From an optimization exercise on the open Yosys and OpenROAD flow, aimed at small area and a short achievable clock period; shortcuts taken in it are not production practice.
RTL that was checked went through simulation tests only; none was proved equivalent to the original.

==> inputs of garnet <==
## residual_block
module residual_block (
    input clk,
    input rst,
    input start,
    output reg done,
    input  signed [127:0] input_tensor,
    input  [7:0]  conv1_weights_flat,
    input  [7:0]  conv1_bias_flat,
    input  [31:0] conv2_weights_flat,
    input  [7:0]  conv2_bias_flat,
    input  [7:0]  conv3_weights_flat,
    input  [7:0]  conv3_bias_flat,
    input  [7:0]  conv_shortcut_weights_flat,
    input  [7:0]  conv_shortcut_bias_flat,
    output reg signed [71:0] output_tensor
);
export LEC_CHECK = 0
export CAP_MARGIN = 20
export CORE_MARGIN = 2
export CORE_UTILIZATION = 65
export CTS_CLUSTER_DIAMETER = 150
export CTS_CLUSTER_SIZE = 24
export SLEW_MARGIN = 20
export SYNTH_HIERARCHICAL = 1
create_clock -name core_clock -period 10.0 [get_ports {clk}]
standard.sh (not shown) runs the stock make flow with config.mk's settings and CLKGATE_MAP_FILE= SYNTH_SCRIPT=/design/flow/synth_recipe.tcl, a recipe that flattens the netlist after the stock synthesis.
==> flow/flow/run.sh <==
#!/bin/bash
set -euo pipefail
export BUFFER_PORTS_ARGS="-buffer_cell sky130_fd_sc_hd__buf_1"
export SETUP_SLACK_MARGIN=6.9
export TNS_END_PERCENT=0
bash standard.sh > standard_flow.log 2>&1
==> zinc (differences from garnet) <==
==> flow/flow/run.sh (replaced) <==
#!/bin/bash
set -euo pipefail
export BUFFER_PORTS_ARGS="-buffer_cell sky130_fd_sc_hd__buf_1"
export SETUP_SLACK_MARGIN=6.7
export TNS_END_PERCENT=100
bash standard.sh > standard_flow.log 2>&1
==> amber (differences from garnet) <==
==> flow/flow/run.sh (replaced) <==
#!/bin/bash
set -euo pipefail
export BUFFER_PORTS_ARGS="-buffer_cell sky130_fd_sc_hd__buf_1"
export SETUP_SLACK_MARGIN=6.7
export TNS_END_PERCENT=0
bash standard.sh > standard_flow.log 2>&1
==> impl_metrics.ini <==
[outcome]
outcome = finished clean

[route]
firstDrtPassIters = 6

[clocking]
cts_repair_resize_count = 2

[layout]
clk_share_pct = 2.00
num-nonclk-buffers = 298
n_fill_cell = 1986

[critical_path]
cp_max_fo = 6
# the run above: amber

==> impl_metrics.ini <==
[route]
firstDrtPassIters = 7

[sta]
timing.hold.ws_ns = 0.425

[grt]
grt_use_total_pct = 30.7

[outcome]
outcome = finished clean

[layout]
clk_share_pct = 1.98
num-nonclk-buffers = 296
n_fill_cell = 2008

[logic_synthesis]
synth_top_family_by_area = adder cells
# the run above: garnet

==> impl_metrics.ini <==
[critical_path]
worstPathRequired_ns = 10.38
cp_max_fo = 9

[layout]
n_fill_cell = 1993
num-nonclk-buffers = 297

[sta]
tightest_slew_ns = 1.08

[route]
firstDrtPassIters = 6

[clocking]
cts_repair_resize_count = 2

[outcome]
outcome = finished clean
# the run above: zinc


========
==> v31 <==
residual_block, a different RTL version from the one above (not shown whole).
Design residual_block, start of the top module:
module residual_block (
    input clk,
    input rst,
    input start,
    output reg done,
    input  signed [127:0] input_tensor,
    input  [7:0]  conv1_weights_flat,
    input  [7:0]  conv1_bias_flat,
    input  [31:0] conv2_weights_flat,
    input  [7:0]  conv2_bias_flat,
    input  [7:0]  conv3_weights_flat,
    input  [7:0]  conv3_bias_flat,
    input  [7:0]  conv_shortcut_weights_flat,
    input  [7:0]  conv_shortcut_bias_flat,
    output reg signed [71:0] output_tensor
);
Settings: LEC_CHECK=0, CAP_MARGIN=20, CORE_MARGIN=2, CORE_UTILIZATION=65, CTS_CLUSTER_DIAMETER=150, CTS_CLUSTER_SIZE=24, SLEW_MARGIN=20, SYNTH_HIERARCHICAL=1; clock period 10.0 ns.
==> flow/flow/run.sh <==
#!/bin/bash
set -euo pipefail
export BUFFER_PORTS_ARGS="-buffer_cell sky130_fd_sc_hd__buf_1"
export SETUP_SLACK_MARGIN=6.9
export TNS_END_PERCENT=0
bash standard.sh > standard_flow.log 2>&1
==> inputs of v27, as changes to v31 <==
CORE_UTILIZATION = 55   (was 65)
==> inputs of v10, as changes to v31 <==
CORE_UTILIZATION = 75   (was 65)
==> run notes <==
- Between v31 and v10, the lower die area is in v10 (gap about 15%, measured against v10).
- v10 went through all stages and came out clean. v27 went through all stages and came out clean. v31 went through all stages and came out clean.
- Synthesized area is the same in v27 and v10.
- In flip-flop and latch count, v27 and v10 do not differ.
- In synthesized cell count, v31 and v27 do not differ.
- Sequential share of layout area: v27 < v31 < v10.

========
==> 04-26 <==
residual_block, a different RTL version from the one above (not shown whole).
Design residual_block, start of the top module:
module residual_block (
    input clk,
    input rst,
    input start,
    output reg done,
    input  signed [127:0] input_tensor,
    input  [7:0]  conv1_weights_flat,
    input  [7:0]  conv1_bias_flat,
    input  [31:0] conv2_weights_flat,
    input  [7:0]  conv2_bias_flat,
    input  [7:0]  conv3_weights_flat,
    input  [7:0]  conv3_bias_flat,
    input  [7:0]  conv_shortcut_weights_flat,
    input  [7:0]  conv_shortcut_bias_flat,
    output reg signed [71:0] output_tensor
);
    reg [3:0] cnt;
    always @(posedge clk or posedge rst) begin
        if (rst) begin
            cnt  <= 4'd0;
            done <= 1'b0;
        end else if (!start) begin
            cnt  <= 4'd0;
            done <= 1'b0;
        end else begin
            if (cnt != 4'd11) cnt <= cnt + 4'd1;
            if (cnt == 4'd11) done <= 1'b1;
        end
    end
    wire [3:0] cnt_inc = (cnt != 4'd11) ? cnt + 4'd1 : cnt;
    reg [1:0] ohn, own;
    always @(*) begin
        case (cnt_inc)
            4'd0: begin ohn = 2'd0; own = 2'd0; end
            4'd1: begin ohn = 2'd0; own = 2'd1; end
            4'd2: begin ohn = 2'd0; own = 2'd2; end
            4'd3: begin ohn = 2'd1; own = 2'd0; end
            4'd4: begin ohn = 2'd1; own = 2'd1; end
            4'd5: begin ohn = 2'd1; own = 2'd2; end
            4'd6: begin ohn = 2'd2; own = 2'd0; end
            4'd7: begin ohn = 2'd2; own = 2'd1; end
            default: begin ohn = 2'd2; own = 2'd2; end
        endcase
    end
    reg hr0, hr1, hc0, hc1, ohp, owp;
    always @(posedge clk) begin
        hr0 <= start & (ohn != 2'd0);
        hr1 <= start & (ohn == 2'd2);
        hc0 <= start & (own != 2'd0);
        hc1 <= start & (own == 2'd2);
        ohp <= start & ohn[0];
        owp <= start & own[0];
    end
    reg [7:0] X0, X1, X2, X3, WR0, WR1, WR2, WR3;
    always @(posedge clk) begin
        X0  <= input_tensor[{hr0, 1'b0, hc0, 1'b0}*8 +: 8];
        X1  <= input_tensor[{hr0, 1'b0, hc1, 1'b1}*8 +: 8];
        X2  <= input_tensor[{hr1, 1'b1, hc0, 1'b0}*8 +: 8];
        X3  <= input_tensor[{hr1, 1'b1, hc1, 1'b1}*8 +: 8];
        WR0 <= conv2_weights_flat[{ohp, owp}*8 +: 8];
  ...
clock: 10.0 ns
lec_check: 0
cap_margin: 20
core_margin: 2
core_utilization: 40
slew_margin: 20
synth_hierarchical: 1
==> flow/flow/run.sh <==
#!/bin/bash
set -euo pipefail
export BUFFER_PORTS_ARGS="-buffer_cell sky130_fd_sc_hd__buf_1"
export SETUP_SLACK_MARGIN=6.7
export TNS_END_PERCENT=0
bash standard.sh > standard_flow.log 2>&1
==> 01-20 (differences from 04-26) <==
==> flow/flow/run.sh (replaced) <==
#!/bin/bash
set -euo pipefail
export BUFFER_PORTS_ARGS="-buffer_cell sky130_fd_sc_hd__buf_1"
export SETUP_SLACK_MARGIN=7.0
bash standard.sh > standard_flow.log 2>&1
==> run notes <==
In 01-20 the routed wire length is larger than in 04-26, by 1.4%. Synthesized cell count is the same in 01-20 and 04-26. Against 01-20, the non-clock buffer count of 04-26 is lower by 93. In 01-20 the via count is higher than in 04-26, by 3.1%. 01-20 finished with timing, DRC and antenna clean. 04-26 went through all stages and came out clean. Of 01-20 and 04-26, 01-20 has the higher cell count (gap 3.8%, measured against 04-26).
==> figures <==
|  | 01-20 | 04-26 |
|---|---|---|
| Met3 routing resource usage after global routing | 0.0338 | 0.0344 |
| Result of the run | no timing/DRC/antenna violations | no timing/DRC/antenna violations |
| Non-Clock Buffer Count | 388 | 295 |
| Placed cell area | 0.0197 sq mm | 0.0196 sq mm |
| Highest achievable clock rate | 0.272 GHz | 0.275 GHz |
| Placer congestion estimate | 0.923 | 0.958 |
| Count of clock-net buffers in the final layout | 36 | 44 |
| Detailed Place HPWL | 36800 microns | 37200 microns |
| Fraction of layout cells with a size suffix above 1 | 0.253 | 0.102 |
No run of this note included a check of the RTL's function; only the layout flow was run.

## re-timing with driven ports
How much do the figures lean on ideal ports? The routed layouts below were timed once more, with nothing changed but the port constraints. Step 1, drivers: a clkbuf_16 drives clk and a buf_2 each remaining input, both assumed. Step 2, shift: input delay + t, output delay - t, t = (earliest + latest rising clock arrival at the registers) / 2. This alone moves slack from input paths to output paths. Three values: ideal, step 1, step 2; two values: the first two.
| run | t (ns) | setup slack, ns | worst setup path after step 2 |
|---|---|---|---|
| garnet | 0.539 | 6.740 / 6.740 / 6.427 | input to register |
| zinc | 0.536 | 6.734 / 6.734 / 6.329 | input to register |
| amber | 0.535 | 6.720 / 6.720 / 6.339 | input to register |
| v31 | 0.544 | 6.810 / 6.810 / 6.628 | input to register |
| v27 | 0.537 | 6.773 / 6.773 / 6.611 | input to register |
| v10 | 0.542 | 6.764 / 6.764 / 6.713 | input to register |
| 04-26 | 0.619 | 6.363 / 6.363 / 6.344 | input to register |
| 01-20 | 0.622 | 6.325 / 6.325 / 6.325 | register to register |
After both steps setup and hold are still met in every run listed. The setup slack of zinc, which loses most, moves by 0.000 ns with the drivers and by -0.405 ns with both steps.
